This design comes from an exercise in tuning for small area on the open sky130 flow, not from production work. Where RTL was checked, it was by simulation tests only, not by an equivalence proof against the original. The RTL of runs 2 to 4, 8 and 9 was laid out without a check of its function. Power is estimated from default activity; no workload was simulated.

==> design.v <==
module LTC1668_Driver(input Refin_Clk,
					input SYS_START,
					input [15:0]AD_AMP,
					input [15:0]AD_BIAS,
					output reg signed [15:0]Wave,
					output reg deCurrent,
					output reg deTemper,
					output reg signed [15:0]vStep
					);
localparam
          DEFAULT_AMP = 16'h902d, 
          DEFAULT_BIAS = 16'h7fff,	 
          ZERO = 16'h7fff;
localparam
          on = 1'b1,
          off = 1'b0;
wire Amp_Ctrl_Flag;
wire Bias_Ctrl_Flag;
reg [2:0] State;
reg signed [15:0] SquWave;
assign Bias_Ctrl_Flag = (AD_BIAS==ZERO)?off:on;
always@(posedge Refin_Clk)
begin
	if(!SYS_START)
	begin
		State<=3'b0;
		SquWave<= ZERO;
	end
	else
	begin
		case(State)
		3'd0:
		begin
			SquWave               <= DEFAULT_AMP;
			State                 <= State+1'b1;
			deCurrent     <= on;
			deTemper <= off;
		end
		3'd1:
		begin
			SquWave               <= DEFAULT_AMP;
			State                 <= State+1'b1;
			deCurrent     <= off;
			deTemper <= on;
		end
		3'd2:
		begin
			if(!Bias_Ctrl_Flag)
				SquWave <=DEFAULT_BIAS;
			else
				SquWave <= AD_BIAS;
			State                 <= State+1'b1;
			deCurrent     <= off;
			deTemper <= off;
		end
		3'd3:
		begin
			SquWave               <= ~DEFAULT_AMP;
			State                 <= State+1'b1;
			deCurrent     <= off;
			deTemper <= off;
		end
		3'd4:
		begin
			SquWave               <= ~DEFAULT_AMP;
			State                 <= State+1'b1;
			deCurrent     <= off;
			deTemper <= on;
		end
		3'd5:
		begin
			if(!Bias_Ctrl_Flag)
				SquWave <= DEFAULT_BIAS;
			else
				SquWave <= AD_BIAS;
			State                 <= 3'b0;
			deCurrent     <= on;
			deTemper <= off;
		end
		default:
		begin
			State<=3'b0;
		end
		endcase
	end
end
reg [31:0] cntDelay;
reg Flag;
always @ (posedge Refin_Clk)
begin
	if(!SYS_START)
		begin
		Flag <= 1'b0;
		cntDelay <= 32'd0;
		end
	else
		if(cntDelay == 32'd2999)
			Flag <=1'b1;
		else
			cntDelay <= cntDelay +1'b1;
end
reg [15:0] cnt;
localparam FRE_COMP = 16'd511;
always @ (posedge Refin_Clk)
begin
	if(!Flag)
		cnt <= 16'd0;
	else
		if(cnt==FRE_COMP)
			cnt <= 16'd0;
		else
			cnt <= cnt +1'b1;
end
reg [1:0] cnt1;
always @ (posedge Refin_Clk)
begin
	if(!Flag)
		cnt1 <= 2'd0;
	else
		if(cnt1==2'd2)
			cnt1 <= 2'd0;
		else
			cnt1 <= cnt1 +1'b1;
end
wire [15:0] maxCenter = 16'd23000;
wire [15:0] minCenter = 16'd22000;
wire [15:0] meanCenter = 16'd13960; 
wire signed [15:0]  Index = 16'd10;
reg [24:0] ad_average;
reg signed [15:0] vReal;
always @ (posedge Refin_Clk)
begin
	if(!Flag)
		begin
		vReal <= 16'b0;
		vStep <= 16'b0;
		ad_average <= AD_AMP;
		end
	else
		begin
		ad_average <= ad_average + AD_AMP;
		if(cnt == FRE_COMP)
			ad_average <= ad_average>>9;
		if(cnt == 20'd0)
			begin
			vReal <= (ad_average - meanCenter);
			vStep <= vReal/Index;
			end
		end
end
reg signed [15:0] upBoundary;
reg signed [15:0] downBoundary;
reg signed [15:0] StepWave;
reg [15:0] vReset;
reg signed [15:0] realzero;
always @ (posedge Refin_Clk)
begin
	if(!Flag)
		begin
		StepWave <= 16'd0;
		upBoundary <= 16'h6fd2; 
		downBoundary <= -16'h6fd2; 
		vReset <= 16'h8170;
		realzero <= 16'd0;
		end
	else
		if(cnt1 == 2'd2)
			begin
				if((((StepWave+vStep) >= upBoundary)&&(StepWave>realzero))
					||((StepWave>realzero)&&((StepWave+vStep)<realzero)&&(vStep>realzero)))
					StepWave <= StepWave - vReset + vStep;
				else
					if((((StepWave+vStep) <= downBoundary)&&(StepWave<realzero))
						||((StepWave<realzero)&&((StepWave+vStep)>realzero)&&(vStep<realzero)))
						StepWave <= StepWave + vReset + vStep;
					else
						StepWave <= StepWave + vStep;
			end 
		else
			StepWave <= StepWave;
end
always @ (posedge Refin_Clk)
begin
	if(!SYS_START)
		begin
		Wave <= ZERO;
		end
	else
			Wave <= SquWave + StepWave;
end
endmodule
==> run.sh <==
#!/bin/bash
# synth_recipe.tcl (not shown) runs the flow's synth.tcl, then flattens the netlist and writes it again
# the make line also repeats each setting of config.mk as NAME=value (left out here)
make -C /OpenROAD-flow-scripts/flow DESIGN_CONFIG=/design/flow/config.mk WORK_HOME=/design/flow/orfs CLKGATE_MAP_FILE= SYNTH_SCRIPT=/design/flow/synth_recipe.tcl finish
==> config.mk <==
export PLATFORM = sky130hd
export DESIGN_NAME = LTC1668_Driver
export DESIGN_NICKNAME = LTC1668_Driver
export VERILOG_FILES = /design/flow/design.v
export SDC_FILE = /design/flow/constraint.sdc
export NUM_CORES = 4
export LEC_CHECK = 0
export CAP_MARGIN = 20
export CORE_MARGIN = 2
export CORE_UTILIZATION = 40
export SLEW_MARGIN = 20
==> constraint.sdc <==
create_clock -name core_clock -period 10.0 [get_ports {Refin_Clk}]
set_input_delay 2.0000 -clock core_clock [delete_from_list [all_inputs] [get_ports {Refin_Clk}]]
set_output_delay 2.0000 -clock core_clock [all_outputs]
set_load 0.01 [all_outputs]
==> results.txt, run 1 <==
post-synthesis adder-cell area fraction 0.119; top-count cell post-synth dfxtp_1; delay-heaviest family, CP compound AO/OA/AOI/OAI gates; fillers 3150; GRT Total Usage 0.198; DR WL/cell 16.2 um; htree depth 4; layout overhead on the synthesized area 12.5%; slowest CP cell a211oi_2; vias in the first global route ~11000; Sw Share 0.284; TritonCTS clock tree built; Post-synth ARST share 0; vias per cell 5.56; Main synth FF type dfxtp_1; Synth Area in Simple Gates 0.207; Iteration-0 DRC Markers about 610; Leak Pwr 5.93 nW; post-DP HPWL 24600 um; Post-Syn Nets 1714; max cap viols 0; total gr overflow 0; fin crit share 0.797; Critical Path RT 10.36 ns; hold crit path type flip-flop to flip-flop; mux contribution to synthesized area 0.0352; DR pass1 iterations 5; final worst slack between 2 and 2.5 ns; Hold Violations, Final 0; Post-synth EDFFs 2; Root Driver clkbuf_16; register area 3240 um^2; Die H 181 um; P_int 1.16 mW; Residual DRC 0; number of inserted diodes 0; Layout Skew 0.0165 ns; Multi-input gate area 8600 um^2; setup tns final 0 ns; part of the Yosys area used for sequential elements 0.258; largest area contributor in the netlist dfxtp_1; initial antenna violation count 0; Max Buffers Root-to-Sink 2; Clock Latency Late Sink 0.43 ns; kind of end point of the critical path flip-flop; final-stage net count 1745; postcts setup bufs 0; Worst EP arrival 8.33 ns; max frequency 0.125 GHz; compound-gate portion of the synthesized area 0.215; first-pass GRT wire length 53700 um; Yosys cell types 97; switching pwr 0.461 mW; syn_area_per_cell around 8 um^2; Final Max Tran Viols 0; WP buf/inv 0; Setup violations, final 0; port bufs 67; I/O pin count 68; largest family of logic cells by synthesized area compound AO/OA/AOI/OAI gates; non-filler cells, final 2011; post-synthesis xor/xnor area fraction 0.107; worst-margin pin slew 1.06 ns; setup slack at placement 2.12 ns; pwr/cell area 115 nW/um^2; top cells by count, synth dfxtp_1 (159), nor2_1 (151), nand2_1 (135); VDD IR-drop max 0.131 mV; clock network power share 0.414; largest net degree at the start of global routing 60; antenna-violating nets left 0; crit path launch type flip-flop; routed wire length 32600 um; final RePlAce weighted congestion approximately 0.90; layout cells sized above 1 0.0588; Post-CTS Hold Buffers 0; Die X 181 um; ranking of synthesized cells by area dfxtp_1 (25%), ha_1 (9.3%), xnor2_1 (7.0%); placed insts between 1500 and 2000; Num CTS Buffers 17; die area 32800 um^2; post-synth top area share 0.253; max_slew headroom 0.290; CTS clk-pin slew, worst paths 0.08 ns; Resized Gates After CTS 0; CTS Sinks 161; unrepaired setup endpoints after global routing false; crit-path cells or4_1 -> or4_1 -> a221o_1 -> or4_4 -> o311a_1 -> nand2_2 -> o311ai_0 -> a211oi_2 -> o311ai_2 -> o32ai_2 -> o21ai_2 -> a21oi_4 -> a21oi_1 -> or4_4 -> nand2b_4 -> a21o_1 -> a21o_1 -> ha_1 -> nand3_1 -> o21ai_0 -> or3_1 -> a31oi_1; status no timing/DRC/antenna violations; CP peak stage delay 0.77 ns; Synth Register Bits about 160; cell count after synthesis 1571; Flop pwr share 0.440; Tmin final 7.97 ns; Via Count 11200; worst-path maximum fanout 12; Setup Crit Path Kind flip-flop to flip-flop; effective utilization at floorplan 0.409; row count 64; YS warnings 1; Gate power share 0.146; Synth Cell Area about 13000 um^2; Core ar. 30700 um^2
worst reg2reg max path, stage by stage (launching register included):
cell	delay [ns]
dfxtp_1	0.44
or4_1	0.63
or4_1	0.61
a221o_1	0.41
or4_4	0.53
o311a_1	0.25
nand2_2	0.19
o311ai_0	0.25
a211oi_2	0.77
o311ai_2	0.26
o32ai_2	0.72
o21ai_2	0.24
a21oi_4	0.30
a21oi_1	0.16
or4_4	0.58
nand2b_4	0.18
a21o_1	0.19
a21o_1	0.18
ha_1	0.24
nand3_1	0.16
o21ai_0	0.14
or3_1	0.33
a31oi_1	0.16
path summary, 6_finish.rpt:
path                               start   endpoint  slack [ns]  cells past startpoint
worst max-delay path            vReal[3]  vStep[10]        2.03                     22
worst min-delay path             cnt1[0]    cnt1[0]        0.42                      1
worst max register to register  vReal[3]  vStep[10]        2.03                     22
worst min register to register   cnt1[0]    cnt1[0]        0.42                      1
stage by stage:
stage / instance area, um^2 / hold WS, ns / util / total power [mW]
2_1_floorplan: 12600 / 0.391 / - / 0.884
3_3_place_gp: 13500 / 0.400 / 0.440 / 0.961
3_5_place_dp: 13500 / 0.409 / 0.440 / 0.967
4_1_cts: 14100 / 0.419 / 0.460 / 1.65
5_1_grt: 14100 / 0.443 / 0.460 / 1.71
6_report: 14100 / 0.416 / 0.460 / 1.63
sequential cells by signal (all words and copies together) (netlist names), 3 cells and up:
name        flops
State           3
cnt            16
vStep          16
Wave           16
StepWave       16
ad_average     25
vReal          16
SquWave        16
cntDelay       32
kinds of logic (layout without fill, tap and decap cells):
logic type,Yosys count,in the layout
muxes,43,43
and+or+nand+nor,536,536
AOI/OAI and AO/OA,388,388
DFF,161,161
adders and majority gates,110,110
buffers and inverters,180,224
xor gates and xnor gates,153,153
layout by cell type, fill, tap and decap left out, drive strengths merged, types with 36 or more instances in the layout:
cell type	count
nor2	152
xor2	52
clkdlybuf4s50	67
nand3	51
ha	93
dfxtp	159
mux2i	36
and2	40
xnor2	101
nand2	136
o21ai	74
inv	119
a21oi	111
metal layers:
layer | vias up | routed length [um] | track usage
met2 | 292 | 15100 | 0.329
met1 | 5237 | 15600 | 0.270
met5 | - | 0 | 0
met4 | 0 | 293 | 0.0380
li1 | 5616 | - | -
met3 | 29 | 1570 | 0.0333
power by group through the flow:
stage	logic [mW]	registers [mW]	clock network, mW
after floorplan	0.156	0.728	0
after global placement	0.231	0.730	0
after detailed placement	0.235	0.731	0
after CTS	0.239	0.717	0.690
after global routing	0.268	0.721	0.719
final	0.237	0.716	0.673
area by class of cell:
cell class,instances,area share
Tap cell,396,0.0350
Timing Repair Buffer,83,0.0559
Sequential cell,161,0.229
Clock buffer,17,0.0301
Clock inverter,15,0.0126
Multi-Input combinational cell,1230,0.608
Inverter,109,0.0289
==> run 2, diff against run 1 <==
==> design.v (replaced) <==
module LTC1668_Driver(input Refin_Clk,
                      input SYS_START,
                      input [15:0] AD_AMP,
                      input [15:0] AD_BIAS,
                      output reg signed [15:0] Wave,
                      output deCurrent,
                      output deTemper,
                      output signed [15:0] vStep
                      );
localparam [15:0] AMP  = 16'h902d;
localparam [15:0] ZERO = 16'h7fff;
function [16:0] radd;
    input [15:0] a, b;
    input ci;
    integer i;
    reg c;
    begin
        c = ci;
        for (i = 0; i < 16; i = i + 1) begin
            radd[i] = a[i] ^ b[i] ^ c;
            c = (a[i] & b[i]) | (c & (a[i] ^ b[i]));
        end
        radd[16] = c;
    end
endfunction
reg [2:0] J;
always @(posedge Refin_Clk)
    if (!SYS_START) J <= 3'b000;
    else            J <= {J[1:0], ~J[2]};
wire ph = J[2] ^ J[1];
assign deCurrent = ~(J[2] | J[1]);    
assign deTemper  = ph;                
reg [15:0] SquWave;
always @(posedge Refin_Clk)
    if (!SYS_START) SquWave <= ZERO;
    else if (ph)    SquWave <= AD_BIAS;
    else            SquWave <= J[2] ? ~AMP : AMP;
reg [8:0] cnt;
reg [3:0] hi;
wire Flag = hi[3];
wire wrap = &cnt;
always @(posedge Refin_Clk)
    if (!SYS_START) begin
        cnt <= 9'd72;
        hi  <= 4'd2;
    end else begin
        cnt <= cnt + 1'b1;
        if (wrap && !Flag) hi <= hi + 1'b1;
    end
wire e0 = (cnt == 9'd0);
reg [24:0] acc;
wire [16:0] lo = radd(acc[15:0], AD_AMP, 1'b0);
always @(posedge Refin_Clk)
    if (!Flag)     acc <= {9'd0, AD_AMP};
    else if (wrap) acc <= {9'd0, acc[24:9]};
    else           acc <= {acc[24:16] + lo[16], lo[15:0]};
wire [15:0] vr = radd(acc[15:0], 16'hc978, 1'b0);
reg  [15:0] R;
reg  [3:0]  rem;
wire div   = &cnt[8:4];
wire first = div & (cnt[3:0] == 4'd0);
wire [3:0] rin = first ? {1'b0, R[15], 2'b00} : rem;    
wire [4:0] t   = {rin, R[15]};
wire       qb  = (t >= 5'd10);
wire [4:0] tr  = qb ? t - 5'd10 : t;
always @(posedge Refin_Clk) begin
    rem <= tr[3:0];
    if (Flag && e0) R <= {vr[14:0], vr[15]};
    else            R <= {R[14:0], Flag & (div ? qb : R[15])};
end
wire [12:0] q    = R[12:0];
wire        inc  = q[12] & (rem != 4'd0);
wire [12:0] qn   = q + inc;
reg [12:0] vs;
always @(posedge Refin_Clk)
    if (!Flag)   vs <= 13'd0;
    else if (e0) vs <= qn;
assign vStep = {{3{vs[12]}}, vs};
reg  signed [15:0] StepWave;
wire signed [15:0] sum = radd(StepWave, vStep, 1'b0);
wire up = !sum[15] && (sum >= 16'sh6fd2);
wire dn =  sum[15] && (sum <= -16'sh6fd2);
wire [15:0] kk  = up ? 16'h7e90 : dn ? 16'h8170 : 16'h0000;
wire [15:0] nsw = radd(sum, kk, 1'b0);
always @(posedge Refin_Clk)
    if (!Flag)   StepWave <= 16'd0;
    else if (ph) StepWave <= nsw;
always @(posedge Refin_Clk)
    if (!SYS_START) Wave <= ZERO;
    else            Wave <= radd(SquWave, StepWave, 1'b0);
endmodule
--- a/config.mk
+++ b/config.mk
@@ -5,6 +5,7 @@
 export SDC_FILE = /design/flow/constraint.sdc
 export NUM_CORES = 4
 export LEC_CHECK = 0
+export ABC_AREA = 1
 export CAP_MARGIN = 20
 export CORE_MARGIN = 2
 export CORE_UTILIZATION = 40
==> run 2 against run 1 <==
Effect of this change:
- critical endpoint is now StepWave[14]
- non-clock buffer count is 13 lower
- still clean
- fmax fell by 15%
- final cell count fell by 52%
- first-iteration DRC count is 55% lower
==> results.txt, run 2 <==
part of the Yosys area used for sequential elements 0.401; Critical Path Most Common Cell fa_1; post-synth top area share 0.401; I/O pin count 68; port bufs 67; largest net degree at the start of global routing 42; hold crit path type flip-flop to flip-flop; Max Buffers Root-to-Sink 2; largest area contributor in the netlist dfxtp_1; max_slew headroom 0.434; slowest CP cell fa_2; number of inserted diodes 0; Hold Slack a little under 0.4 ns; CP peak stage delay 0.54 ns; pwr/cell area around 170 nW/um^2; total gr overflow 0; DR pass1 iterations 4; status no timing/DRC/antenna violations; final core occ 0.499; Synth Area in Simple Gates 0.177; worst-path maximum fanout 3; Setup violations, final 0; DR WL/cell 13.5 um; layout overhead on the synthesized area 23.1%; mux contribution to synthesized area 0; Die H 127 um; Final Max Tran Viols 0; ranking of synthesized cells by area dfxtp_1 (40%), fa_1 (17%), nand2_1 (8.1%); post-DP HPWL 9780 um; Flop pwr share 0.420; Core ar. 15000 um^2; max frequency approximately 0.11 GHz; Root Driver clkbuf_16; post-synthesis xor/xnor area fraction 0.0172; effective utilization at floorplan 0.405; post-route cell area 7500 um^2; worst-margin pin slew 0.849 ns; Setup Crit Path Kind flip-flop to flip-flop; vias in the first global route 4642; CTS Sinks between 100 and 150; placed insts 929; P_int between 0.9 and 1 mW; R2R depth 41; kind of end point of the critical path flip-flop; switching pwr 0.296 mW; initial antenna violation count 0; Synth Cell Area 6100 um^2; Power, Total between 1 and 1.5 mW; GRT Total Usage 0.174; htree depth 4; unrepaired setup endpoints after global routing false; clock network power share 0.490; antenna-violating nets left 0; Post-Syn Nets 808; Post-synth EDFFs 0; cell count after synthesis 696; Yosys cell types 33; Multi-input gate area about 3200 um^2; largest family of logic cells by synthesized area adder cells; non-filler cells, final 961; Via Count 4573; syn_area_per_cell a little under 9 um^2; compound-gate portion of the synthesized area 0.0981; final worst slack 0.567 ns; placed inst area 6890 um^2; final-stage net count 872; Reg with most FFs acc; Hold Violations, Final 0; Residual DRC 0; top-count cell post-synth nand2_1; max FFs per register 25; Die X 127 um; most common cell after layout, fill and taps aside nand2_1; row count 45; max cap viols 0; final RePlAce weighted congestion 0.810; top cells by count, synth nand2_1 (131), dfxtp_1 (122), inv_1 (91); TritonCTS clock tree built; CTS clk-pin slew, worst paths 0.06 ns; register area 2440 um^2; routed wire length 13000 um; first-pass GRT wire length 22300 um; Synth Register Bits 122; setup slack at placement around 0.31 ns; WHS Path Cells 0; YS warnings 1; die area 16200 um^2; VDD IR-drop max 0.116 mV; layout cells sized above 1 0.0970; Critical Path RT 10.28 ns; Gate power share 0.090; fillers approximately 1400; Clock Latency Late Sink 0.42 ns; most frequent cells in the layout nand2_1 (131), dfxtp_1 (121), inv_1 (90), o21ai_0 (70), clkdlybuf4s50_1 (67); Post-synth ARST share 0; Main synth FF type dfxtp_1; vias per cell 4.76; Leak Pwr between 3 and 4 nW; Layout Skew 0.00698 ns; Tmin final 9.43 ns; Num CTS Buffers 17; Worst EP arrival 9.72 ns; crit path launch type flip-flop; post-synthesis adder-cell area fraction 0.225; setup tns final 0 ns; fin crit share 0.943; Iteration-0 DRC Markers around 270; Sw Share 0.238; postcts setup bufs 0
## run 2: final cells by class
class,instances,share of cell area
Timing Repair Buffer,70,0.0924
Tap cell,188,0.0314
Clock buffer,22,0.0632
Multi-Input combinational cell,453,0.423
Clock inverter,10,0.0157
Sequential cell,122,0.326
Inverter,96,0.0487
## run 2: timing repair
| action | CTS | global route |
|---|---|---|
| endpoints found under the hold margin | 0 | 0 |
| endpoints found under the setup margin | 0 | 2 |
| hold buffers | 0 | 0 |
| gates resized for setup | 0 | 9 |
## run 2: kinds of logic after synthesis
group,after synthesis
buf+inv,121
simple gates,248
fa+ha+maj,78
xor+xnor,12
compound gates,115
flops,122
## run 2: power by group through the flow
| stage | Clock (mW) | Sequential (mW) | Combinational, mW |
|---|---|---|---|
| after CTS | 0.617 | 0.523 | 0.114 |
| after global routing | 0.643 | 0.525 | 0.129 |
| final | 0.608 | 0.522 | 0.112 |
| after floorplan | 0 | 0.531 | 0.0687 |
| after detailed placement | 0 | 0.533 | 0.112 |
| after global placement | 0 | 0.531 | 0.107 |
## run 2: worst max-delay path, delay by kind of cell, from the launching register on
kind,cells,cell delay [ns]
adder cells (fa/ha/maj),26,7.81
buffers and inverters,8,0.47
AND/OR/NAND/NOR,4,0.37
flip-flops,1,0.35
AO/OA/AOI/OAI,2,0.17
XOR/XNOR,1,0.14
## run 2: worst paths after layout
kind                            startpoint      endpoint  slack [ns]
worst max-delay path                 vs[0]  StepWave[14]        0.57
worst min-delay path                 R[15]        rem[0]        0.39
worst max register to register       vs[0]  StepWave[14]        0.57
worst min register to register       R[15]        rem[0]        0.39
## run 2: per-layer routing
metal / track usage / up-vias / share of wire / wire (um)
li1: - / 2326 / - / -
met4: 0.0537 / 0 / 0.010 / 136
met2: 0.291 / 104 / 0.49 / 6350
met5: 0 / - / 0 / 0
met3: 0.0503 / 11 / 0.044 / 569
met1: 0.220 / 2132 / 0.46 / 5930
==> run 3, diff against run 2 <==
--- a/config.mk
+++ b/config.mk
@@ -8,5 +8,8 @@
 export ABC_AREA = 1
 export CAP_MARGIN = 20
 export CORE_MARGIN = 2
-export CORE_UTILIZATION = 40
+export CORE_UTILIZATION = 60
+export CTS_BUF_LIST = sky130_fd_sc_hd__clkbuf_4
+export CTS_CLUSTER_DIAMETER = 100
+export CTS_CLUSTER_SIZE = 30
 export SLEW_MARGIN = 20
==> run 3 against run 2 <==
Effect of this change:
- cell area decreased by 5.5%
- global-route usage increased by 7.3 points
- die area decreased by 32%
- register-to-register slack got worse by 0.05 ns
- setup slack got worse by 0.053 ns
- clock skew increased by 0.0064 ns
- hold slack improved by 0.024 ns
- synthesized cell count unchanged
- routed wire length decreased by 5.8%
- non-clock buffer count unchanged
- critical endpoint is now StepWave[15]
- highest routed layer unchanged
==> results.txt, run 3 <==
status no timing/DRC/antenna violations; Critical Path RT 10.43 ns; CP peak stage delay 0.44 ns; post-synthesis adder-cell area fraction 0.225; Num CTS Buffers 17; largest net degree at the start of global routing 42; Yosys cell types 33; max frequency 0.105 GHz; fin crit share 0.949; clock network power share 0.337; Sw Share 0.258; compound-gate portion of the synthesized area 0.0981; Max Buffers Root-to-Sink 2; I/O pin count 68; Post-Syn Nets about 810; post-synthesis xor/xnor area fraction 0.0172; Post-CTS Hold Buffers 0; TritonCTS clock tree built; layout overhead on the synthesized area 16.3%; final-stage net count 872; Reg with most FFs acc; most common cell after layout, fill and taps aside nand2_1; Hold Violations, Final 0; post-synth top area share 0.401; Iteration-0 DRC Markers 179; Die X around 100 um; DR WL/cell 13.5 um; max cap viols 0; htree depth 4; total gr overflow 0; Clock Latency Late Sink roughly 0.53 ns; Main synth FF type dfxtp_1; initial antenna violation count 0; Via Count 4554; max_slew headroom 0.400; top cells by count, synth nand2_1 (131), dfxtp_1 (122), inv_1 (91); Synth Area in Simple Gates 0.177; switching pwr ~0.25 mW; final RePlAce weighted congestion about 0.9; hold crit path type flip-flop to flip-flop; Flop pwr share 0.548; Root Driver clkbuf_4; CTS clk-pin slew, worst paths 0.10 ns; top-count cell post-synth nand2_1; Die H 105 um; number of inserted diodes 0; max FFs per register 25; Layout Skew between 0.01 and 0.015 ns; setup tns final 0 ns; largest family of logic cells by synthesized area adder cells; slowest CP cell fa_2; Core ar. 9820 um^2; most frequent cells in the layout nand2_1 (131), dfxtp_1 (120), inv_1 (90), o21ai_0 (70), clkdlybuf4s50_1 (67); VDD IR-drop max 0.0775 mV; kind of end point of the critical path flip-flop; cell count after synthesis 696; largest area contributor in the netlist dfxtp_1; pwr/cell area between 100 and 150 nW/um^2; P_int between 0.7 and 0.8 mW; Hold Slack 0.414 ns; port bufs 67; die area 11000 um^2; Residual DRC 0; Post-synth ARST share 0; Gate power share 0.116; vias per cell ~5.0; row count 36; Critical Path Most Common Cell fa_1; crit path launch type flip-flop; mux contribution to synthesized area 0; Worst EP arrival ~10 ns; fillers 817; Synth Cell Area slightly above 6000 um^2; worst-path maximum fanout 4; antenna-violating nets left 0; syn_area_per_cell 8.76 um^2; setup slack at placement 0.264 ns; final core occ 0.722; Power, Total 0.951 mW; Setup Crit Path Kind flip-flop to flip-flop; Setup violations, final 0; ranking of synthesized cells by area dfxtp_1 (40%), fa_1 (17%), nand2_1 (8.1%); Final Max Tran Viols 0; post-DP HPWL 9310 um; final worst slack between 0.5 and 0.6 ns; effective utilization at floorplan 0.621; worst-margin pin slew 0.901 ns; YS warnings 1; first-pass GRT wire length 21600 um; vias in the first global route 4606; Synth Register Bits 122; part of the Yosys area used for sequential elements 0.401; DR pass1 iterations 5; routed wire length 12200 um; postcts setup bufs 0; layout cells sized above 1 0.0921; GRT Total Usage 0.247; unrepaired setup endpoints after global routing false; Post-synth EDFFs 0; Tmin final 9.49 ns; CTS Sinks between 100 and 150; Leak Pwr 3.01 nW
run 3: area by class of cell:
| cell class | instances | area, um^2 | area share |
|---|---|---|---|
| Inverter | 96 | 365 | 0.0515 |
| Clock buffer | 19 | 143 | 0.0201 |
| Sequential cell | 122 | 2440 | 0.345 |
| Tap cell | 133 | 166 | 0.0235 |
| Clock inverter | 11 | 106 | 0.0150 |
| Timing Repair Buffer | 70 | 693 | 0.0978 |
| Multi-Input combinational cell | 453 | 3170 | 0.447 |
run 3: worst paths after layout:
| kind | from | end | slack [ns] | cells after the start |
|---|---|---|---|---|
| worst min register to register | R[15] | rem[0] | 0.41 | 0 |
| worst max register to register | vs[0] | StepWave[15] | 0.51 | 42 |
| worst max-delay path | vs[0] | StepWave[15] | 0.51 | 42 |
| worst min-delay path | R[15] | rem[0] | 0.41 | 0 |
run 3: metal layers:
metal	vias to the layer above	GRT usage	routed length, um
met1	2106	0.320	5530
met3	23	0.0536	544
met2	99	0.415	5960
li1	2326	-	-
met4	0	0.0771	200
met5	-	0	0
run 3: power by group through the flow:
stage          clock [mW]  combinational (mW)  sequential [mW]
5_1_grt             0.347               0.128            0.524
3_5_place_dp            0               0.111            0.532
4_1_cts             0.328               0.111            0.521
2_1_floorplan           0              0.0687            0.531
6_report            0.320               0.110            0.521
3_3_place_gp            0               0.105            0.531
run 3: repair_timing:
action,CTS,global route
endpoints found under the hold margin,0,0
setup endpoints to repair,0,2
resized for setup,0,10
run 3: kinds of logic after synthesis:
logic type / after synthesis
flip-flops: 122
AO/OA/AOI/OAI: 115
adder cells (fa/ha/maj): 78
XOR/XNOR: 12
AND/OR/NAND/NOR: 248
buffers and inverters: 121
run 3: critical path: cells and delay by family, from the launching register on:
kind | cells | cell delay, ns
adders and majority gates | 26 | 7.86
DFF | 1 | 0.35
buffers and inverters | 9 | 0.54
and+or+nand+nor | 7 | 0.60
run 3: per-stage QoR:
step	cell area, um^2	std cells
2_1_floorplan	6100	696
3_3_place_gp	6820	874
3_5_place_dp	6820	874
4_1_cts	7070	904
5_1_grt	7090	904
6_report	7090	904
==> run 4, diff against run 3 <==
--- a/config.mk
+++ b/config.mk
@@ -9,7 +9,7 @@
 export CAP_MARGIN = 20
 export CORE_MARGIN = 2
 export CORE_UTILIZATION = 60
-export CTS_BUF_LIST = sky130_fd_sc_hd__clkbuf_4
-export CTS_CLUSTER_DIAMETER = 100
-export CTS_CLUSTER_SIZE = 30
+export CTS_BUF_LIST = sky130_fd_sc_hd__clkbuf_8
+export CTS_CLUSTER_DIAMETER = 200
+export CTS_CLUSTER_SIZE = 60
 export SLEW_MARGIN = 20
==> run 4 against run 3 <==
Effect of this change:
- still clean on timing, DRC and antenna
- sequential power hardly changed
- power is 12% higher
- combinational power is essentially flat
- die area unchanged
- fmax is 0.16% higher
- count of clock-buffer cells in the layout rose by 3
- critical endpoint unchanged
- largest power group unchanged
==> results.txt, run 4 <==
status no timing/DRC/antenna violations; cell count after synthesis 696; Critical Path RT 10.34 ns; worst reg2reg path endpoint StepWave[15]; RR Startpoint StepWave[0]; syn_area_per_cell 8.76 um^2; post-synth top area share 0.401; I/O pin count 68; non-filler cells, final 904; worst hold endpoint rem[0]; Power, Total 1.07 mW; top-count cell post-synth nand2_1; max_slew headroom 0.410; Root Driver clkbuf_8; TritonCTS clock tree built; r2r setup slk between 0.5 and 0.6 ns; routed wire length 12300 um; die area around 11000 um^2; VDD IR-drop max about 0.084 mV; Die X approximately 100 um; vias per cell 5.04; GRT Total Usage 0.248; Post-CTS Hold Buffers 0; Layout Skew 0.00959 ns; antenna-violating nets left 0; worst-margin pin slew 0.884 ns; most common cell after layout, fill and taps aside nand2_1; final RePlAce weighted congestion 0.892; ranking of synthesized cells by area dfxtp_1 (40%), fa_1 (17%), nand2_1 (8.1%); Setup Crit Path Kind flip-flop to flip-flop; setup slack at placement 0.264 ns; post-DP HPWL between 9000 and 10000 um; slowest CP cell fa_2; row count 36; Num CTS Buffers 17; Max Buffers Root-to-Sink 2; CTS clk-pin slew, worst paths 0.07 ns; R2R depth 42; DR WL/cell 13.6 um; total gr overflow 0; Core ar. between 9000 and 10000 um^2; Main synth FF type dfxtp_1; number of inserted diodes 0; Hold Violations, Final 0; first-pass GRT wire length 21600 um; hold crit path type flip-flop to flip-flop; DR pass1 iterations 5; CP peak stage delay 0.44 ns; effective utilization at floorplan 0.621; pwr/cell area 148 nW/um^2; largest net degree at the start of global routing 42; Synth Cell Area 6100 um^2; largest area contributor in the netlist dfxtp_1; Setup violations, final 0; layout overhead on the synthesized area 18.8%; Tmin final 9.47 ns; Clock Latency Late Sink 0.44 ns; part of the Yosys area used for sequential elements 0.401; Hold Crit Start R[15]; worst-path maximum fanout 4; initial antenna violation count 0; Synth Register Bits 122; setup tns final 0 ns; top cells by count, synth nand2_1 (131), dfxtp_1 (122), inv_1 (91); final worst slack 0.529 ns; Reg with most FFs acc; Die H 105 um; final-stage net count 872; Post-synth EDFFs 0; max frequency 0.106 GHz; Residual DRC 0; kind of end point of the critical path flip-flop; final core occ 0.737; Final Max Tran Viols 0; Via Count 4556; Post-synth ARST share 0; YS warnings 1; WHS Path Cells 0; CTS Sinks about 120; Critical Path Most Common Cell fa_1; fin crit share 0.947; unrepaired setup endpoints after global routing false; vias in the first global route 4617; placed insts 874; most frequent cells in the layout nand2_1 (131), dfxtp_1 (121), inv_1 (92), o21ai_0 (70), clkdlybuf4s50_1 (67); htree depth 4; layout cells sized above 1 0.0960; max cap viols 0; Post-Syn Nets 808; Iteration-0 DRC Markers approximately 190; max FFs per register 25; crit path launch type flip-flop; port bufs 67; Yosys cell types 33; Leak Pwr 3.08 nW; Worst EP arrival 9.81 ns
==> run 4: cell type report <==
cell class,instances,area (um^2)
fill,790,2580
inverter,96,365
timing repair buffer,70,693
tap,133,166
sequential,122,2440
clock buffer,22,303
clock inverter,8,95.1
multi-input combinational,453,3170
==> run 4: cells by family (layout without fill, tap and decap cells) <==
family                   Yosys count  in the layout  synth area share
AO/OA/AOI/OAI                    115            115            0.0981
XOR/XNOR                          12             12            0.0172
adder cells (fa/ha/maj)           78             78             0.225
buffers and inverters            121            196            0.0815
flip-flops                       122            122             0.401
AND/OR/NAND/NOR                  248            248             0.177
==> run 4: critical path: cells and delay by family (launching register included) <==
kind | cells | cell delay, ns
flops | 1 | 0.36
fa+ha+maj | 26 | 7.83
simple gates | 7 | 0.61
buf+inv | 9 | 0.54
==> run 4: worst max-delay path by stage <==
stage                startpoint           end  slack (ns)  depth (start not counted)
global route        StepWave[0]  StepWave[15]        0.05                         44
detailed placement  StepWave[0]  StepWave[15]        0.26                         42
global placement          vs[0]  StepWave[15]        0.51                         44
floorplan                 vs[0]  StepWave[15]        0.20                         44
CTS                       vs[0]  StepWave[15]        0.25                         42
finish              StepWave[0]  StepWave[15]        0.53                         42
==> run 4: metal layers <==
metal  GRT usage  part of all wire
met5           0                 0
met1       0.319              0.45
met4      0.0695             0.013
met3      0.0649             0.050
met2       0.415              0.49
==> run 4: through the flow <==
| stage | hold slack, ns | instance area (um^2) |
|---|---|---|
| floorplan | 0.365 | 6100 |
| detailed placement | 0.395 | 6820 |
| CTS | 0.406 | 7220 |
| global route | 0.413 | 7240 |
| finish | 0.405 | 7240 |
| global placement | 0.388 | 6820 |
==> run 4: power breakdown <==
| part | leakage (nW) | total, mW | switching (mW) | internal, mW |
|---|---|---|---|---|
| registers | 1.00 | 0.521 | 0.0136 | 0.508 |
| logic | 1.88 | 0.110 | 0.0583 | 0.0521 |
| clock network | 0.201 | 0.438 | 0.188 | 0.250 |
==> run 4: repair_timing <==
item	CTS	global route
setup buffers	0	0
gates resized for setup	0	10
setup endpoints to repair	0	2
==> run 5, diff against run 4 <==
--- a/design.v
+++ b/design.v
@@ -77,14 +77,15 @@
     else if (e0) vs <= qn;
 assign vStep = {{3{vs[12]}}, vs};
 reg  signed [15:0] StepWave;
-wire signed [15:0] sum = radd(StepWave, vStep, 1'b0);
+wire [15:0] stp = {16{ph}} & vStep;
+wire signed [15:0] sum = radd(StepWave, stp, 1'b0);
 wire up = !sum[15] && (sum >= 16'sh6fd2);
 wire dn =  sum[15] && (sum <= -16'sh6fd2);
 wire [15:0] kk  = up ? 16'h7e90 : dn ? 16'h8170 : 16'h0000;
 wire [15:0] nsw = radd(sum, kk, 1'b0);
 always @(posedge Refin_Clk)
-    if (!Flag)   StepWave <= 16'd0;
-    else if (ph) StepWave <= nsw;
+    if (!Flag) StepWave <= 16'd0;
+    else       StepWave <= nsw;
 always @(posedge Refin_Clk)
     if (!SYS_START) Wave <= ZERO;
     else            Wave <= radd(SquWave, StepWave, 1'b0);
--- a/config.mk
+++ b/config.mk
@@ -9,7 +9,5 @@
 export CAP_MARGIN = 20
 export CORE_MARGIN = 2
 export CORE_UTILIZATION = 60
-export CTS_BUF_LIST = sky130_fd_sc_hd__clkbuf_8
-export CTS_CLUSTER_DIAMETER = 200
-export CTS_CLUSTER_SIZE = 60
+export CTS_BUF_LIST = sky130_fd_sc_hd__clkbuf_4
 export SLEW_MARGIN = 20
==> run 5 against run 4 <==
Effect of this change:
- fmax down 1.2%
- sequential power about the same
- global-route usage about the same
- via count up 2.2%
- clock power down 26%
- flip-flop and latch count unchanged
- setup slack worse by 0.12 ns
- first-iteration DRC count up 11%
- largest power group unchanged
==> results.txt, run 5 <==
Post-Syn Nets 818; Core ar. 9820 um^2; fin crit share 0.959; r2r setup slk around 0.4 ns; layout overhead on the synthesized area 18.0%; top cells by count, synth nand2_1 (173), dfxtp_1 (122), inv_1 (100); pwr/cell area roughly 130 nW/um^2; hold crit path type flip-flop to flip-flop; syn_area_per_cell 8.61 um^2; htree depth 4; post-DP HPWL 9750 um; post-synth top area share 0.402; Hold Violations, Final 0; Yosys cell types 29; crit path launch type flip-flop; Iteration-0 DRC Markers 210; max FFs per register 25; GRT Total Usage 0.248; Main synth FF type dfxtp_1; Die H 105 um; worst-margin pin slew 0.933 ns; worst-path maximum fanout 3; initial antenna violation count 0; Post-CTS Hold Buffers 0; antenna-violating nets left 0; Setup Crit Path Kind flip-flop to flip-flop; Power, Total 0.946 mW; YS warnings 1; Residual DRC 0; vias per cell 5.06; max_slew headroom 0.377; TritonCTS clock tree built; Layout Skew 0.0218 ns; Max Buffers Root-to-Sink 2; routed wire length between 10000 and 15000 um; placed inst area 6840 um^2; Post-synth ARST share 0; most common cell after layout, fill and taps aside nand2_1; CTS clk-pin slew, worst paths 0.10 ns; delay-heaviest family, CP adder cells; final RePlAce weighted congestion 0.969; first-pass GRT wire length ~22000 um; CTS Sinks 122; layout cells sized above 1 0.130; slowest CP cell fa_2; vias in the first global route 4663; Leak Pwr 3.14 nW; Reg with most FFs acc; Die X around 100 um; Setup violations, final 0; top-count cell post-synth nand2_1; Post-synth EDFFs 0; Tmin final 9.59 ns; Clock Latency Late Sink 0.52 ns; DR WL/cell roughly 14 um; Critical Path Most Common Cell fa_2; largest net degree at the start of global routing 29; most frequent cells in the layout nand2_1 (171), dfxtp_1 (121), inv_1 (96), clkdlybuf4s50_1 (67), nor2_1 (54); effective utilization at floorplan 0.619; final core occ 0.731; Synth Cell Area 6080 um^2; Num CTS Buffers 17; largest area contributor in the netlist dfxtp_1; Root Driver clkbuf_4; DR pass1 iterations 5; total gr overflow 0; part of the Yosys area used for sequential elements 0.402; post-route cell area 7180 um^2; max frequency 0.104 GHz; WP buf/inv 9; VDD IR-drop max between 0.07 and 0.08 mV; max cap viols 0; Synth Register Bits 122; final-stage net count 887; port bufs 67; row count 36; number of inserted diodes 0; Final Max Tran Viols 0; I/O pin count 68; status no timing/DRC/antenna violations; Via Count between 4000 and 5000; Critical Path RT 10.38 ns; die area between 10000 and 15000 um^2; cell count after synthesis 706; Hold Slack just under 0.4 ns; Worst EP arrival 9.97 ns; CP peak stage delay about 0.52 ns; ranking of synthesized cells by area dfxtp_1 (40%), fa_1 (17%), nand2_1 (11%); kind of end point of the critical path flip-flop
## run 5: final timing paths
kind | from | to | depth (start not counted)
min | R[15] | rem[0] | 0
max | J[2] | StepWave[14] | 45
max reg2reg | J[2] | StepWave[14] | 45
min reg2reg | R[15] | rem[0] | 0
## run 5: what timing repair did
item                                    CTS  global route
endpoints found under the setup margin    2             3
gates resized for setup                   3            26
buffers inserted                          1             1
gates cloned                              0             0
pin swaps                                 1             2
## run 5: cell families (layout without fill, tap and decap cells)
group,after synthesis,in the layout,share of synthesized area
buffers and inverters,127,208,0.0850
DFF,122,122,0.402
AOI/OAI and AO/OA,85,85,0.0778
and+or+nand+nor,283,283,0.194
adders and majority gates,78,78,0.226
xor gates and xnor gates,11,11,0.0158
## run 5: metrics by stage
step	cells	worst slack, ns	setup TNS [ns]
finish	920	0.409	0
global route	920	-0.0180	-0.0327
CTS	919	0.00280	0
detailed placement	887	-0.0919	-0.120
global placement	887	0.165	0
floorplan	706	0.0357	0
## run 5: final cells by class
| class | instances | area, um^2 |
|---|---|---|
| Timing Repair Buffer | 73 | 716 |
| Multi-Input combinational cell | 457 | 3210 |
| Clock inverter | 11 | 105 |
| Clock buffer | 20 | 150 |
| Fill cell | 789 | 2640 |
| Tap cell | 133 | 166 |
| Inverter | 104 | 390 |
| Sequential cell | 122 | 2440 |
## run 5: report_power, final
group	switching (mW)	total [mW]	internal [mW]	leakage, nW
Sequential	0.0126	0.520	0.507	1.00
Clock	0.173	0.323	0.151	0.139
Combinational	0.0542	0.103	0.0490	2.00
## run 5: worst register-to-register path, delay by kind of cell (launching register included)
family	cells	cell delay, ns
fa+ha+maj	27	7.81
simple gates	8	0.69
buf+inv	9	0.54
flops	1	0.36
compound gates	1	0.08
## run 5: per-layer routing
metal	vias up	GRT usage	wire, um
met4	0	0.0895	282
met3	29	0.0474	439
met2	104	0.436	6480
met1	2210	0.304	5370
li1	2312	-	-
met5	-	0	0
==> run 6, diff against run 5 <==
==> flow/run.sh (new file) <==
#!/bin/bash
set -euo pipefail
export BUFFER_PORTS_ARGS="-buffer_cell sky130_fd_sc_hd__buf_1"
export CTS_ARGS="-sink_clustering_enable -repair_clock_nets -dont_use_dummy_load -buf_list sky130_fd_sc_hd__clkbuf_8 -sink_clustering_size 30 -sink_clustering_max_diameter 150"
bash standard.sh finish > make.log 2>&1
==> standard.sh (new file) <==
#!/bin/bash
# synth_recipe.tcl (not shown) runs the flow's synth.tcl, then flattens the netlist and writes it again
# the make line also repeats each setting of config.mk as NAME=value (left out here)
make -C /OpenROAD-flow-scripts/flow DESIGN_CONFIG=/design/flow/config.mk WORK_HOME=/design/flow/orfs CLKGATE_MAP_FILE= SYNTH_SCRIPT=/design/flow/synth_recipe.tcl "${@:-finish}"
--- a/config.mk
+++ b/config.mk
@@ -9,5 +9,4 @@
 export CAP_MARGIN = 20
 export CORE_MARGIN = 2
 export CORE_UTILIZATION = 60
-export CTS_BUF_LIST = sky130_fd_sc_hd__clkbuf_4
 export SLEW_MARGIN = 20
removed: run.sh
==> run 6 against run 5 <==
Effect of this change:
- die area stayed put
- highest routed layer unchanged
- critical path depth up 1
- first-iteration DRC count grew 6.7%
- sequential power is essentially flat
- routed wire length shrank 3.6%
- final cell count shrank 1.6%
- combinational power decreased by 17%
==> results.txt, run 6 <==
Post-Syn Nets 818; r2r setup slk 0.38 ns; final RePlAce weighted congestion slightly above 0.9; Main synth FF type dfxtp_1; Layout Skew 0.0196 ns; Die H approximately 100 um; routed wire length 12100 um; vias in the first global route roughly 4600; Setup violations, final 0; Residual DRC 0; Hold Crit Start R[15]; kind of end point of the critical path flip-flop; die area 11000 um^2; DR WL/cell 13.4 um; I/O pin count slightly below 70; vias per cell 4.96; Post-synth EDFFs 0; top-count cell post-synth nand2_1; Hold Violations, Final 0; Via Count roughly 4500; Synth Cell Area 6080 um^2; clock network power share 0.336; initial antenna violation count 0; Critical Path Most Common Cell fa_2; fillers about 900; final worst slack ~0.38 ns; Final Max Tran Viols 0; unrepaired setup endpoints after global routing false; CP peak stage delay 0.42 ns; worst reg2reg path endpoint StepWave[15]; Root Driver clkbuf_8; Flop pwr share 0.570; Iteration-0 DRC Markers 224; effective utilization at floorplan 0.619; status no timing/DRC/antenna violations; post-DP HPWL around 9300 um; Critical Path RT about 10 ns; largest net degree at the start of global routing 29; worst-margin pin slew 0.923 ns; Leak Pwr 2.94 nW; TritonCTS clock tree built; R2R depth between 40 and 50; max cap viols 0; DR pass1 iterations 5; YS warnings 1; max_slew headroom 0.384; CTS Sinks 122; RR Startpoint J[2]; part of the Yosys area used for sequential elements 0.402; final core occ 0.685; ranking of synthesized cells by area dfxtp_1 (40%), fa_1 (17%), nand2_1 (11%); most frequent cells in the layout nand2_1 (171), dfxtp_1 (121), inv_1 (99), buf_1 (67), nor2_1 (54); pwr/cell area 136 nW/um^2; hold crit path type flip-flop to flip-flop; Tmin final 9.62 ns; htree depth 4; switching pwr 0.222 mW; setup slack at placement -0.0847 ns; CTS clk-pin slew, worst paths roughly 0.060 ns; most common cell after layout, fill and taps aside nand2_1; max frequency 0.104 GHz; Core ar. 9820 um^2; final-stage net count 886; layout overhead on the synthesized area 10.6%; top cells by count, synth nand2_1 (173), dfxtp_1 (122), inv_1 (100); largest area contributor in the netlist dfxtp_1; Sw Share 0.243; crit path launch type flip-flop; Die X 105 um; GRT Total Usage 0.240; row count 36; slowest CP cell fa_2; VDD IR-drop max just under 0.07 mV; Post-synth ARST share 0; antenna-violating nets left 0; delay-heaviest family, CP adder cells; Clock Latency Late Sink 0.42 ns; syn_area_per_cell 8.61 um^2; Setup Crit Path Kind flip-flop to flip-flop; total gr overflow 0; layout cells sized above 1 0.113; WP buf/inv 11; worst-path maximum fanout 3; number of inserted diodes 0; fin crit share 0.962; P_int between 0.6 and 0.7 mW; Reg with most FFs acc; Num CTS Buffers 17; Worst EP arrival 9.93 ns; max FFs per register 25; post-synth top area share 0.402; worst hold endpoint rem[0]; WHS Path Cells 0; Yosys cell types 29; Max Buffers Root-to-Sink 2; cell count after synthesis 706; Gate power share 0.094; Synth Register Bits 122; first-pass GRT wire length 20900 um; port bufs 67
run 6: cell count changes in the layout (fill, tap and decap cells not counted), sizes merged:
cell           change
clkdlybuf4s50     -67
buf               +66
clkinv             -7
clkbuf             -3
bufinv             -2
clkinvlp           -2
run 6: logic make-up after synthesis:
family / count (synthesis) / synth area share
simple gates: 283 / 0.194
xor+xnor: 11 / 0.0158
flops: 122 / 0.402
compound gates: 85 / 0.0778
buf+inv: 127 / 0.0850
fa+ha+maj: 78 / 0.226
run 6: how the worst max path moves through the flow:
| stage | slack, ns | depth (start not counted) | to | from |
|---|---|---|---|---|
| after floorplan | 0.04 | 50 | StepWave[15] | J[2] |
| after global placement | 0.14 | 46 | StepWave[15] | J[2] |
| after detailed placement | -0.08 | 46 | StepWave[15] | J[2] |
| after CTS | 0.003 | 46 | StepWave[15] | J[2] |
| after global routing | 0.01 | 48 | StepWave[15] | J[2] |
| final | 0.38 | 46 | StepWave[15] | J[2] |
run 6: power by group through the flow:
| stage | clock, mW | combinational, mW | sequential (mW) |
|---|---|---|---|
| 2_1_floorplan | 0 | 0.0593 | 0.530 |
| 3_5_place_dp | 0 | 0.0869 | 0.531 |
| 4_1_cts | 0.316 | 0.0874 | 0.520 |
| 3_3_place_gp | 0 | 0.0829 | 0.530 |
| 6_report | 0.307 | 0.0857 | 0.521 |
| 5_1_grt | 0.332 | 0.104 | 0.523 |
run 6: final cells by class:
type                       count  area [um^2]  share of cell area
tap                          133          166              0.0247
timing repair buffer          72          289              0.0430
multi-input combinational    457         3210               0.476
sequential                   122         2440               0.363
clock buffer                  17          234              0.0348
inverter                     104          390              0.0580
run 6: timing repair:
| item | in CTS | in global routing |
|---|---|---|
| buffers inserted | 1 | 0 |
| gates resized for setup | 2 | 23 |
| pin swaps | 1 | 2 |
| hold buffers | 0 | 0 |
| endpoints found under the setup margin | 2 | 3 |
run 6: per-stage QoR:
step                      area, um^2  setup TNS [ns]  hold WS, ns  power, mW  cells
after global routing            6730               0        0.406      0.959    905
final                           6730               0        0.390      0.913    905
after detailed placement        6420         -0.0939        0.381      0.618    887
after global placement          6420               0        0.379      0.613    887
after CTS                       6670               0        0.389      0.924    905
after floorplan                 6110               0        0.365      0.589    706
run 6: routing by layer:
| metal | GRT usage | wire length (um) | part of all wire |
|---|---|---|---|
| met5 | 0 | 0 | 0 |
| met2 | 0.425 | 6260 | 0.52 |
| met4 | 0.0771 | 163 | 0.013 |
| met3 | 0.0493 | 427 | 0.035 |
| met1 | 0.293 | 5270 | 0.43 |
==> run 7, diff against run 6 <==
==> flow/run.sh (replaced) <==
#!/bin/bash
set -euo pipefail
export BUFFER_PORTS_ARGS="-buffer_cell sky130_fd_sc_hd__buf_1"
export CTS_ARGS="-sink_clustering_enable -repair_clock_nets -dont_use_dummy_load -buf_list sky130_fd_sc_hd__clkbuf_4"
bash standard.sh finish > make.log 2>&1
==> run 7 against run 6 <==
Effect of this change:
- still clean on timing, DRC and antenna
- sequential share of layout area grew 0.53 points
- critical path depth is the same
- non-clock buffer count grew 1
- final cell count grew 0.11%
- via count shrank 0.33%
==> results.txt, run 7 <==
status no timing/DRC/antenna violations; layout cells sized above 1 0.115; routed wire length 12100 um; Synth Cell Area ~6100 um^2; Die H 105 um; unrepaired setup endpoints after global routing false; slowest CP cell fa_2; Iteration-0 DRC Markers 220; Die X 105 um; port bufs 67; largest net degree at the start of global routing 29; htree depth 4; Post-Syn Nets about 820; max frequency 0.104 GHz; Critical Path Most Common Cell fa_2; setup tns final 0 ns; Critical Path RT between 10 and 15 ns; row count 36; Main synth FF type dfxtp_1; ranking of synthesized cells by area dfxtp_1 (40%), fa_1 (17%), nand2_1 (11%); Post-synth ARST share 0; CTS clk-pin slew, worst paths 0.10 ns; Residual DRC 0; kind of end point of the critical path flip-flop; most frequent cells in the layout nand2_1 (170), dfxtp_1 (121), inv_1 (99), buf_1 (67), nor2_1 (54); Post-synth EDFFs 0; Reg with most FFs acc; Worst EP arrival 9.99 ns; Num CTS Buffers 17; antenna-violating nets left 0; first-pass GRT wire length ~21000 um; Via Count approximately 4500; cell count after synthesis between 700 and 800; RR Startpoint J[2]; top cells by count, synth nand2_1 (173), dfxtp_1 (122), inv_1 (100); Setup Crit Path Kind flip-flop to flip-flop; Crit. Startpoint J[2]; CP peak stage delay between 0.4 and 0.5 ns; Core ar. 9820 um^2; I/O pin count 68; Setup violations, final 0; Root Driver clkbuf_4; Max Buffers Root-to-Sink 2; crit path launch type flip-flop; YS warnings 1; pwr/cell area between 100 and 150 nW/um^2; worst-path maximum fanout 3; DR WL/cell 13.3 um; Layout Skew 0.0301 ns; Hold Crit Start R[15]; max cap viols 0; WP buf/inv 11; vias in the first global route 4592; number of inserted diodes 0; part of the Yosys area used for sequential elements 0.402; worst-margin pin slew 0.956 ns; hold crit path type flip-flop to flip-flop; final RePlAce weighted congestion 0.931; post-DP HPWL 9270 um; max_slew headroom 0.362; largest area contributor in the netlist dfxtp_1; die area ~11000 um^2; delay-heaviest family, CP adder cells; Tmin final 9.59 ns; syn_area_per_cell 8.61 um^2; Synth Register Bits 122; initial antenna violation count 0; Leak Pwr a little under 3 nW; Final Max Tran Viols 0; max FFs per register 25; Yosys cell types 29; Power, Total 0.832 mW; vias per cell 4.94; total gr overflow 0; DR pass1 iterations 6; effective utilization at floorplan 0.619; fin crit share 0.959; CTS Sinks 122; GRT Total Usage 0.239; VDD IR-drop max 0.0594 mV; Hold Slack 0.392 ns; most common cell after layout, fill and taps aside nand2_1; post-synth top area share 0.402; layout overhead on the synthesized area 9.05%; Hold Violations, Final 0; final-stage net count around 890; top-count cell post-synth nand2_1; Clock Latency Late Sink 0.51 ns; TritonCTS clock tree built
[run 7: cell families after synthesis]
| group | share of synthesized area |
|---|---|
| AND/OR/NAND/NOR | 0.194 |
| buffers and inverters | 0.0850 |
| flip-flops | 0.402 |
| AO/OA/AOI/OAI | 0.0778 |
| adder cells (fa/ha/maj) | 0.226 |
| XOR/XNOR | 0.0158 |
[run 7: what timing repair did]
item / CTS / global route
resized for setup: 3 / 23
setup buffers: 1 / 1
cloned: 0 / 0
pin swaps: 1 / 2
setup endpoints to repair: 2 / 3
hold buffers: 0 / 0
[run 7: cell type report]
type,instances,area (um^2)
multi-input combinational,457,3210
fill,922,3190
sequential,122,2440
inverter,104,390
timing repair buffer,73,297
tap,133,166
clock buffer,17,128
[run 7: routing by layer]
layer	up-vias	routed length [um]	global-route usage
met2	96	6150	0.423
met1	2067	5260	0.293
met4	0	157	0.0762
li1	2299	-	-
met3	15	499	0.0512
met5	-	0	0
[run 7: worst paths after layout]
| kind | to | slack (ns) | cells after the start |
|---|---|---|---|
| worst max register to register | StepWave[15] | 0.41 | 46 |
| worst max-delay path | StepWave[15] | 0.41 | 46 |
| worst min-delay path | rem[0] | 0.39 | 0 |
| worst min register to register | rem[0] | 0.39 | 0 |
[run 7: report_power, final]
part	total [mW]	internal (mW)	switching [mW]	leakage, nW
Clock	0.227	0.0776	0.149	0.0782
Sequential	0.519	0.507	0.0125	1.00
Combinational	0.0859	0.0348	0.0511	1.83
[run 7: per-stage QoR]
| stage | instances | cell area, um^2 | worst slack (ns) | util |
|---|---|---|---|---|
| 6_report | 906 | 6630 | 0.411 | 0.675 |
| 5_1_grt | 906 | 6630 | 0.0295 | 0.675 |
| 3_5_place_dp | 887 | 6420 | -0.0847 | 0.654 |
| 2_1_floorplan | 706 | 6110 | 0.0357 | - |
| 3_3_place_gp | 887 | 6420 | 0.145 | 0.654 |
| 4_1_cts | 905 | 6570 | 0.0372 | 0.669 |
==> run 8, diff against run 7 <==
--- a/design.v
+++ b/design.v
@@ -23,18 +23,24 @@
         radd[16] = c;
     end
 endfunction
-reg [2:0] J;
+reg [1:0] m;
+reg       h;
 always @(posedge Refin_Clk)
-    if (!SYS_START) J <= 3'b000;
-    else            J <= {J[1:0], ~J[2]};
-wire ph = J[2] ^ J[1];
-assign deCurrent = ~(J[2] | J[1]);    
-assign deTemper  = ph;                
+    if (!SYS_START) begin
+        m <= 2'b00;
+        h <= 1'b0;
+    end else begin
+        m <= {m[0], ~(m[0] | m[1])};
+        h <= h ^ m[1];
+    end
+wire ph = m[1];
+assign deCurrent = ~(h | m[1]);    
+assign deTemper  = ph;             
 reg [15:0] SquWave;
 always @(posedge Refin_Clk)
     if (!SYS_START) SquWave <= ZERO;
     else if (ph)    SquWave <= AD_BIAS;
-    else            SquWave <= J[2] ? ~AMP : AMP;
+    else            SquWave <= h ? ~AMP : AMP;
 reg [8:0] cnt;
 reg [3:0] hi;
 wire Flag = hi[3];
==> run 8 against run 7 <==
Effect of this change:
- setup slack got worse by 0.0020 ns
- hold slack lost 0.018 ns
- combinational power up 12%
- clock power about the same
- sequential power barely moved
- die area up 1.4%
- fmax about the same
- global-route usage increased by 0.25 points
- via count rose by 0.89%
- critical path depth decreased by 2
- cell area down 0.13%
- largest cell class unchanged
==> results.txt, run 8 <==
vias per cell 4.98; crit path launch type flip-flop; Yosys cell types 34; most used routing layer met2; Layout Skew 0.0298 ns; slowest CP cell fa_1; Post-synth EDFFs 0; unrepaired setup endpoints after global routing false; Residual DRC 0; Post-CTS Hold Buffers 0; syn_area_per_cell ~8.7 um^2; Setup violations, final 0; Core ar. 10100 um^2; worst-margin pin slew 0.964 ns; layout overhead on the synthesized area 7.36%; Die X around 110 um; Reg with most FFs acc; layout cells sized above 1 0.105; max cap viols 0; Post-Syn Nets 819; first-pass GRT wire length 20900 um; Die H 105 um; DR WL/cell 13.5 um; CTS Sinks 122; most common cell after layout, fill and taps aside nand2_1; CTS clk-pin slew, worst paths 0.08 ns; met1 Resource Use GR 0.301; setup tns final 0 ns; largest area contributor in the netlist dfxtp_1; routed wire length 12200 um; number of inserted diodes 0; grt met2 use 0.408; Setup Crit Path Kind flip-flop to flip-flop; initial antenna violation count 0; worst-path maximum fanout 4; crit path to StepWave[15]; r2r setup slk 0.41 ns; Iteration-0 DRC Markers 190; top cells by count, synth nand2_1 (163), dfxtp_1 (122), inv_1 (102); port bufs 67; Synth Cell Area 6170 um^2; ranking of synthesized cells by area dfxtp_1 (40%), fa_1 (17%), nand2_1 (9.9%); Hold Violations, Final 0; CP peak stage delay 0.43 ns; fin crit share 0.959; cell count after synthesis slightly above 700; final RePlAce weighted congestion 0.947; max_slew headroom 0.356; top-count cell post-synth nand2_1; Post-synth ARST share 0; effective utilization at floorplan 0.609; pwr/cell area between 100 and 150 nW/um^2; Crit. Startpoint m[1]; DR pass1 iterations 4; Clock Latency Late Sink 0.50 ns; post-synth top area share 0.396; YS warnings 1; most frequent cells in the layout nand2_1 (162), dfxtp_1 (120), inv_1 (101), buf_1 (67), nor2_1 (57); kind of end point of the critical path flip-flop; met3 Use GR 0.0637; Root Driver clkbuf_4; hold crit path type flip-flop to flip-flop; Leak Pwr 2.88 nW; post-DP HPWL about 9500 um; R2R depth 44; Critical Path RT between 10 and 15 ns; die area between 10000 and 15000 um^2; RR Startpoint m[1]; max frequency 0.104 GHz; Tmin final 9.59 ns; largest net degree at the start of global routing 29; GRT Total Usage 0.242; Final Max Tran Viols 0; part of the Yosys area used for sequential elements 0.396; Synth Register Bits 122; row count 37; htree depth 4; I/O pin count 68; Num CTS Buffers 17; final-stage net count 885; max FFs per register 25; Critical Path Most Common Cell fa_1; VDD IR-drop max 0.0705 mV; Worst EP arrival between 9 and 10 ns; WHS Path Cells 0; TritonCTS clock tree built; fillers 905; Power, Total roughly 0.84 mW; vias in the first global route 4573; Hold Slack 0.374 ns; Via Count 4517; antenna-violating nets left 0; Main synth FF type dfxtp_1; worst reg2reg path endpoint StepWave[15]; Max Buffers Root-to-Sink 2; status no timing/DRC/antenna violations; total gr overflow 0
run 8: cell count changes after synthesis, moves of 2 or more:
cell,previous run,this run
a22o_1,0,2
buf_1,4,0
clkbuf_1,7,10
inv_1,100,102
nand2_1,173,163
nand2_2,1,6
nand3_1,22,15
nand3_2,0,2
nor2_1,54,57
nor3_1,6,9
nor3_2,0,3
o21ai_0,49,44
o21ai_2,12,15
xnor2_1,3,1
run 8: stage by stage:
step | utilization | worst slack, ns | area [um^2] | cells
final | 0.653 | 0.409 | 6620 | 907
after global routing | 0.653 | 0.00509 | 6620 | 907
after CTS | 0.651 | 0.0990 | 6600 | 906
after detailed placement | 0.638 | 0.148 | 6470 | 889
after global placement | 0.638 | 0.399 | 6470 | 889
after floorplan | - | 0.0470 | 6170 | 707
run 8: logic make-up (layout without fill, tap and decap cells):
logic type	Yosys count	after routing	share of synthesized area
buffers and inverters	130	194	0.0878
adder cells (fa/ha/maj)	78	78	0.223
XOR/XNOR	9	9	0.0128
AO/OA/AOI/OAI	86	86	0.0807
flip-flops	122	122	0.396
AND/OR/NAND/NOR	282	282	0.200
run 8: worst min-delay path by stage:
stage           from  endpoint  slack (ns)
5_1_grt        R[15]    rem[0]        0.39
3_5_place_dp   R[15]    rem[0]        0.37
6_report       R[15]    rem[0]        0.37
2_1_floorplan  R[15]    rem[0]        0.35
4_1_cts        R[15]    rem[0]        0.38
3_3_place_gp   R[15]    rem[0]        0.37
run 8: worst max-delay path, delay by kind of cell, from the launching register on:
family	cells	cell delay, ns
flops	1	0.36
compound gates	1	0.12
buf+inv	10	0.63
simple gates	7	0.56
fa+ha+maj	26	7.82
run 8: repair_timing:
item	4_1_cts	5_1_grt
resized for setup	0	9
endpoints found under the hold margin	0	0
endpoints found under the setup margin	0	2
setup buffers	0	1
run 8: layout make-up:
type                    count  area [um^2]  area share
clock buffers              17          128      0.0193
inverters                 107          404      0.0610
multi-input cells         455         3200       0.484
flip-flops and latches    122         2440       0.369
well taps                 136          170      0.0257
repair buffers             70          274      0.0414
run 8: layer usage:
layer | part of all wire | up-vias
met5 | 0 | -
met3 | 0.049 | 18
met4 | 0.016 | 0
met1 | 0.44 | 2101
li1 | - | 2300
met2 | 0.49 | 98
run 8: power by group:
group          internal, mW  switching (mW)
registers             0.508          0.0130
clock network        0.0777           0.149
logic                0.0396          0.0570
==> run 9, diff against run 8 <==
--- a/design.v
+++ b/design.v
@@ -36,19 +36,23 @@
 wire ph = m[1];
 assign deCurrent = ~(h | m[1]);    
 assign deTemper  = ph;             
+localparam [15:0] RST_NEG = ZERO ^ AMP;     
+wire hp = h | ~SYS_START;                   
+wire hn = h & SYS_START;                    
+wire pb = ph & SYS_START;
 reg [15:0] SquWave;
+integer k;
 always @(posedge Refin_Clk)
-    if (!SYS_START) SquWave <= ZERO;
-    else if (ph)    SquWave <= AD_BIAS;
-    else            SquWave <= h ? ~AMP : AMP;
+    for (k = 0; k < 16; k = k + 1)
+        SquWave[k] <= pb ? AD_BIAS[k] : ((RST_NEG[k] ? hp : hn) ^ AMP[k]);
 reg [8:0] cnt;
-reg [3:0] hi;
-wire Flag = hi[3];
+reg [2:0] hi;
+wire Flag = &hi;
 wire wrap = &cnt;
 always @(posedge Refin_Clk)
     if (!SYS_START) begin
         cnt <= 9'd72;
-        hi  <= 4'd2;
+        hi  <= 3'd1;
     end else begin
         cnt <= cnt + 1'b1;
         if (wrap && !Flag) hi <= hi + 1'b1;
@@ -88,7 +92,8 @@
 wire up = !sum[15] && (sum >= 16'sh6fd2);
 wire dn =  sum[15] && (sum <= -16'sh6fd2);
 wire [15:0] kk  = up ? 16'h7e90 : dn ? 16'h8170 : 16'h0000;
-wire [15:0] nsw = radd(sum, kk, 1'b0);
+wire [15:0] cs  = radd(sum, kk, 1'b0);
+wire [15:0] nsw = {(up | dn) ? {3{up}} : sum[15:13], cs[12:0]};
 always @(posedge Refin_Clk)
     if (!Flag) StepWave <= 16'd0;
     else       StepWave <= nsw;
==> run 9 against run 8 <==
Effect of this change:
- first-iteration DRC count increased by 1.1%
- area after synthesis decreased by 1.3%
- sequential share of layout area decreased by 0.065 points
- hold slack improved by 0.021 ns
- critical path type unchanged
- largest cell class unchanged
- highest routed layer unchanged
==> results.txt, run 9 <==
largest net degree at the start of global routing 40; Worst EP arrival 9.89 ns; Leak Pwr ~2.9 nW; Post-synth ARST share 0; WHS Path Cells 0; Synth Area in Simple Gates 0.208; vias in the first global route 4602; switching pwr around 0.19 mW; Main synth FF type dfxtp_1; part of the Yosys area used for sequential elements 0.398; cell count after synthesis 700; syn_area_per_cell 8.70 um^2; unrepaired setup endpoints after global routing false; CP peak stage delay 0.40 ns; antenna-violating nets left 0; initial antenna violation count 0; largest area contributor in the netlist dfxtp_1; DR pass1 iterations 4; layout cells sized above 1 0.0952; most common cell after layout, fill and taps aside nand2_1; max FFs per register 25; first-pass GRT wire length 21100 um; status no timing/DRC/antenna violations; non-filler cells, final 900; Hold Violations, Final 0; worst hold endpoint rem[0]; Die X 105 um; layout overhead on the synthesized area 8.03%; Crit. Startpoint vs[0]; clock network power share 0.287; RR Startpoint vs[0]; Post-synth EDFFs 0; Flop pwr share 0.643; Die H roughly 100 um; Residual DRC 0; VDD IR-drop max roughly 0.062 mV; number of inserted diodes 0; die area about 11000 um^2; largest family of logic cells by synthesized area adder cells; kind of end point of the critical path flip-flop; worst reg2reg path endpoint StepWave[12]; post-synthesis adder-cell area fraction 0.218; top-count cell post-synth nand2_1; post-synthesis xor/xnor area fraction 0.0173; Core ar. 9820 um^2; post-DP HPWL 9260 um; r2r setup slk 0.50 ns; mux contribution to synthesized area 0; Critical Path RT approximately 10 ns; Tmin final 9.50 ns; Iteration-0 DRC Markers ~190; compound-gate portion of the synthesized area 0.0817; TritonCTS clock tree built; P_int 0.598 mW; vias per cell 5.00; hold crit path type flip-flop to flip-flop; total gr overflow 0; worst-path maximum fanout 3; Final Max Tran Viols 0; GRT Total Usage 0.242; DR WL/cell 13.4 um; Max Buffers Root-to-Sink 2; slowest CP cell fa_1; Synth Cell Area between 6000 and 7000 um^2; setup tns final 0 ns; post-synth top area share 0.398; most frequent cells in the layout nand2_1 (150), dfxtp_1 (119), inv_1 (89), buf_1 (67), nor2_1 (64); final-stage net count a little under 900; Setup Crit Path Kind flip-flop to flip-flop; Clock Latency Late Sink 0.51 ns; Reg with most FFs acc; max cap viols 0; port bufs 67; crit path launch type flip-flop; final RePlAce weighted congestion 0.900; Num CTS Buffers 17; Sw Share 0.241; worst-margin pin slew between 0.8 and 0.9 ns; ranking of synthesized cells by area dfxtp_1 (40%), fa_1 (16%), nand2_1 (9.2%); R2R depth 41; routed wire length around 12000 um; max_slew headroom 0.464; YS warnings 1; placed insts 882; Layout Skew approximately 0.030 ns; Via Count 4496; CTS Sinks 121; I/O pin count slightly below 70; Setup violations, final 0; htree depth 4; top cells by count, synth nand2_1 (150), dfxtp_1 (121), inv_1 (89); Synth Register Bits between 100 and 150; row count 36; Critical Path Most Common Cell fa_1; CTS clk-pin slew, worst paths 0.09 ns; Hold Crit Start R[15]; pwr/cell area about 120 nW/um^2; Post-Syn Nets 810; Root Driver clkbuf_4; Yosys cell types 38; Gate power share 0.070; effective utilization at floorplan 0.620; max frequency 0.105 GHz; fillers between 800 and 900; fin crit share 0.950
run 9: changes by cell type after synthesis, sizes merged, moves of 3 or more:
cell / delta
nand2: -15
inv: -13
nand3: +13
nor2: +7
nor3: -5
buf: -4
o21ai: +4
clkbuf: +3
fa: -3
xnor2: +3
run 9: power by group through the flow:
stage	combinational [mW]	sequential, mW	clock, mW
CTS	0.0565	0.506	0.234
finish	0.0551	0.506	0.226
floorplan	0.0334	0.518	0
global route	0.0651	0.509	0.253
global placement	0.0531	0.517	0
detailed placement	0.0562	0.518	0
run 9: what timing repair did:
| item | in CTS | in global routing |
|---|---|---|
| setup endpoints to repair | 0 | 2 |
| hold buffers | 0 | 0 |
| setup buffers | 0 | 1 |
| resized for setup | 0 | 8 |
run 9: worst max path at each step:
stage,end,cells past startpoint
2_1_floorplan,StepWave[12],42
3_3_place_gp,StepWave[12],40
3_5_place_dp,StepWave[12],40
4_1_cts,StepWave[12],40
5_1_grt,StepWave[12],41
6_report,StepWave[12],41
run 9: kinds of logic after synthesis:
logic type | after synthesis
buf+inv | 116
flops | 121
simple gates | 286
fa+ha+maj | 76
xor+xnor | 12
compound gates | 89
run 9: critical path: cells and delay by family (launching register included):
| family | cells | cell delay, ns |
|---|---|---|
| adders and majority gates | 23 | 7.55 |
| buffers and inverters | 7 | 0.38 |
| DFF | 1 | 0.35 |
| xor gates and xnor gates | 2 | 0.34 |
| and+or+nand+nor | 9 | 0.76 |
run 9: routing by layer:
layer / track usage / share of wire / vias up
met5: 0 / 0 / -
met2: 0.410 / 0.50 / 92
met3: 0.0618 / 0.040 / 18
met4: 0.0743 / 0.017 / 0
li1: - / - / 2310
met1: 0.304 / 0.45 / 2076
run 9: cell type report:
cell class                      instances  area (um^2)  share of cell area
Inverter                               94          355              0.0540
Clock buffer                           17          128              0.0194
Sequential cell                       121         2420               0.368
Timing Repair Buffer                   72          289              0.0439
Tap cell                              133          166              0.0253
Multi-Input combinational cell        463         3220               0.489
run 9: through the flow:
stage,total power [mW],area (um^2),hold WS [ns],setup slack (ns),util
2_1_floorplan,0.551,6090,0.364,0.0928,-
5_1_grt,0.827,6580,0.410,0.0112,0.670
6_report,0.787,6580,0.396,0.504,0.670
4_1_cts,0.797,6550,0.395,0.252,0.667
3_5_place_dp,0.574,6420,0.386,0.275,0.654
3_3_place_gp,0.570,6420,0.382,0.493,0.654

Re-timed with assumed drivers on the ports (clkbuf_16 on the clock, buf_2 on other inputs), run 9 has 0.504 ns of setup slack against 0.504 ns with ideal ports, and 0.504 ns once port delays also move by the mid clock arrival of 0.532 ns.
